Background: an optimization exercise with open tools, aiming at small area. Do not read the settings as production practice.
Power is estimated from default activity; no workload was simulated.

==> inputs of wip/lagoon <==
==> flow/design.v <==
module uart_top (
    input  wire       CLK100MHZ,
    input  wire       RST,
    input  wire       RX_IN,
    output wire       TX_OUT,
    output wire [7:0] LED
);
    wire clk = CLK100MHZ;
    reg [3:0] bc;
    wire tick = (bc == 4'd11);
    always @(posedge clk or posedge RST)
        if (RST) bc <= 4'd0;
        else     bc <= tick ? 4'd0 : bc + 4'd1;
    reg r1, r2;
    always @(posedge clk or posedge RST)
        if (RST) begin r1 <= 1'b1; r2 <= 1'b1; end
        else     begin r1 <= RX_IN; r2 <= r1; end
    wire fe = ~r1 & r2;
    localparam [3:0] P_IDLE = 4'd2, P_START = 4'd7, P_STOP = 4'd0, P_DONE = 4'd1;
    reg [3:0] p;
    reg [3:0] tc;
    wire ridle  = (p == P_IDLE);
    wire rdone  = (p == P_DONE);
    wire rstart = (p == P_START);
    wire rdata  = p[3];
    wire rstop  = (p == P_STOP);
    wire [2:0] rk = p[2:0];
    wire radv   = tick & (tc == 4'd15);
    always @(posedge clk or posedge RST)
        if (RST) p <= P_IDLE;
        else if (ridle)  p <= fe ? P_START : P_IDLE;
        else if (rdone)  p <= P_IDLE;
        else if (rstart & radv & r2) p <= P_IDLE;
        else if (radv)   p <= p + 4'd1;
    always @(posedge clk)
        if (ridle) tc <= 4'd8;
        else if (tick) tc <= tc + 4'd1;
    localparam [7:0] CMD_CONFIG = 8'hCD, CMD_DISPLAY = 8'hD1;
    reg mc, md;
    always @(posedge clk)
        if (rstart) begin mc <= 1'b1; md <= 1'b1; end
        else if (rdata & radv) begin
            mc <= mc & (r2 == CMD_CONFIG[rk]);
            md <= md & (r2 == CMD_DISPLAY[rk]);
        end
    reg cc, cd;
    wire good = rstop & radv & r2;
    wire bad  = rstop & radv & ~r2;
    always @(posedge clk or posedge RST)
        if (RST) begin cc <= 1'b0; cd <= 1'b0; end
        else if (good) begin cc <= mc; cd <= md; end
    reg [2:0] r;
    always @(posedge clk or posedge RST)
        if (RST) r <= 3'd0;
        else case (r)
            3'd0: if (rdone & cc) r <= 3'd1;
            3'd1, 3'd2, 3'd3: if (rdone) r <= r + 3'd1;
            default: r <= 3'd0;
        endcase
    wire display = (r == 3'd0) & rdone & cd;
    reg [2:0] s;
    localparam [3:0] Q_IDLE = 4'd1, Q_START = 4'd7;
    reg [3:0] q;
    reg [3:0] tc2;
    wire tidle = (q == Q_IDLE);
    wire tdata = q[3];
    wire [2:0] tk = q[2:0];
    wire tadv = tick & (tc2 == 4'd15);
    wire tload = (s == 3'd2) | (s == 3'd4);
    always @(posedge clk or posedge RST)
        if (RST) s <= 3'd0;
        else case (s)
            3'd0: if (display) s <= 3'd1;
            3'd1: s <= 3'd2;
            3'd2: s <= 3'd3;
            3'd3: if (tidle) s <= 3'd4;
            3'd4: s <= 3'd5;
            3'd5: if (tidle) s <= 3'd0;
            default: s <= 3'd0;
        endcase
    always @(posedge clk or posedge RST)
        if (RST) q <= Q_IDLE;
        else if (tload) q <= Q_START;
        else if (!tidle & tadv) q <= q + 4'd1;
    always @(posedge clk)
        if (tload) tc2 <= 4'd0;
        else if (tick) tc2 <= tc2 + 4'd1;
    reg [7:0] A, B;
    reg [5:0] op;
    wire rot = (s == 3'd3) & tdata & tadv;    
    wire shA = rdata & radv & (r == 3'd1);
    wire shB = rdata & radv & (r == 3'd2);
    wire shO = rdata & radv & (r == 3'd3) & (rk < 3'd6);
    always @(posedge clk) begin
        if (bad & (r == 3'd1)) A <= CMD_CONFIG;
        else if (shA | rot) A <= {shA ? r2 : A[0], A[7:1]};
        if (bad & (r == 3'd2)) B <= A;
        else if (shB | rot) B <= {shB ? r2 : B[0], B[7:1]};
    end
    always @(posedge clk or posedge RST)
        if (RST) op <= 6'd0;
        else if (bad & (r == 3'd3)) op <= B[5:0];
        else if (shO) op <= {r2, op[5:1]};
    wire is_add = (op == 6'b100000);
    wire is_sub = (op == 6'b100010);
    wire is_and = (op == 6'b100100);
    wire is_or  = (op == 6'b100101);
    wire is_xor = (op == 6'b100110);
    wire is_nor = (op == 6'b100111);
    wire is_srl = (op == 6'b000010);
    wire is_sra = (op == 6'b000011);
    wire a = A[0], b = B[0], a1 = A[1];
    wire last = (tk == 3'd7);
    reg c, z;
    wire bx = b ^ is_sub;
    wire cn = (is_add | is_sub) & ((a & bx) | (a & c) | (bx & c));
    reg res;
    always @(*) begin
        res = 1'b0;
        if (is_add | is_sub) res = a ^ bx ^ c;
        if (is_and) res = a & b;
        if (is_or)  res = a | b;
        if (is_xor) res = a ^ b;
        if (is_nor) res = ~(a | b);
        if (is_srl) res = last ? 1'b0 : a1;
        if (is_sra) res = last ? a : a1;
    end
    always @(posedge clk) begin
        if (s == 3'd2) begin c <= is_sub; z <= 1'b1; end
        else if (rot) begin
            c <= last ? (c ^ cn) : cn;
            z <= z & ~res;
        end
    end
    wire flag_bit = (tk == 3'd0) ? z : (tk == 3'd1) ? c : 1'b0;
    assign TX_OUT = (q == Q_START) ? 1'b0 : tdata ? (s[1] ? res : flag_bit) : 1'b1;
    assign LED = {1'b1, s, 1'b1, r};
endmodule
==> flow/run.sh <==
#!/bin/bash
# synth_recipe.tcl (not shown) runs the flow's synth.tcl, then flattens the netlist and writes it again
# the make line also repeats each setting of config.mk as NAME=value (left out here)
make -C /OpenROAD-flow-scripts/flow DESIGN_CONFIG=/design/flow/config.mk WORK_HOME=/design/flow/orfs CLKGATE_MAP_FILE= SYNTH_SCRIPT=/design/flow/synth_recipe.tcl finish
==> flow/config.mk <==
export PLATFORM = sky130hd
export DESIGN_NAME = uart_top
export DESIGN_NICKNAME = uart_top
export VERILOG_FILES = /design/flow/design.v
export SDC_FILE = /design/flow/constraint.sdc
export NUM_CORES = 4
export LEC_CHECK = 0
export CAP_MARGIN = 20
export CORE_MARGIN = 2
export CORE_UTILIZATION = 40
export SLEW_MARGIN = 20
==> flow/constraint.sdc <==
create_clock -name core_clock -period 10.0 [get_ports {CLK100MHZ}]
set_input_delay 2.0000 -clock core_clock [delete_from_list [all_inputs] [get_ports {CLK100MHZ}]]
set_output_delay 2.0000 -clock core_clock [all_outputs]
set_load 0.01 [all_outputs]
==> wip/amber: changes against wip/lagoon <==
- ABC_AREA: default -> 1
- CTS_BUF_LIST: default -> sky130_fd_sc_hd__clkbuf_8
- CTS_CLUSTER_DIAMETER: default -> 500
- CTS_CLUSTER_SIZE: default -> 100
==> comparison table <==
Status: wip/amber finished clean; wip/lagoon finished clean
Grt met2 use: wip/amber 25.2%; wip/lagoon 24.0%
Effective utilization at floorplan: wip/amber 40.8%; wip/lagoon 40.8%
Final non-clock buffer share: wip/amber 2.90%; wip/lagoon 2.92%
Post-route minimum period: wip/amber 4.94 ns; wip/lagoon 4.92 ns
Final weighted congestion in routability-driven placement: wip/amber 0.819; wip/lagoon 0.806
Signal arrival time at the worst endpoint: wip/amber 2.94 ns; wip/lagoon 2.92 ns
Area occupied by multi-input gates: wip/amber 1500 µm²; wip/lagoon 1620 µm²
Number of instances in the placed design: wip/amber 493; wip/lagoon 407
Multi-input combinational area share: wip/amber 44.6%; wip/lagoon 48.5%
Clock buffer instance count of the final layout: wip/amber 5; wip/lagoon 6
Sequential element share of the synthesized area: wip/amber 43.4%; wip/lagoon 43.7%
Via count of the routed design: wip/amber 2,487; wip/lagoon 2,258
Arithmetic-cell share of the synthesized area counting full adders, half adders and majority gates: wip/amber 7.45%; wip/lagoon 7.50%
Origin of the worst setup path: wip/amber op[3]; wip/lagoon op[2]
Clock network share of area: wip/amber 2.42%; wip/lagoon 2.51%
Dpl cell area: wip/amber 3280 µm²; wip/lagoon 3260 µm²
Overall routed net length: wip/amber 5980 µm; wip/lagoon 6130 µm
Inverters excl. clock: wip/amber 53; wip/lagoon 15
Detailed route wirelength on metal2: wip/amber 2750 µm; wip/lagoon 2940 µm
Comb group: wip/amber 4.54 µW; wip/lagoon 4.81 µW
Wire length per cell: wip/amber 11.9 µm; wip/lagoon 14.8 µm
No functional check of the RTL was part of any run of this note.

## port drivers added, routing unchanged
In the flow no input, the clock included, has a driving cell. The finished layouts below were timed again as built, in two steps.
Step 1: set_driving_cell puts a clkbuf_16 on CLK100MHZ and a buf_2 on each other input, an assumption about the parent block.
Step 2 also shifts input and output timing later by t, the mid clock arrival at the registers, as if the neighbouring blocks saw the same clock.
Three values: no drivers, after step 1, after step 2; two values: the first two.
run	t (ns)	slack for setup (ns)	worst setup path at the end
wip/lagoon	0.330	5.080 / 5.052 / 5.381	register to output
wip/amber	0.333	5.062 / 5.030 / 5.363	register to output
After both steps setup and hold are still met in every run listed.
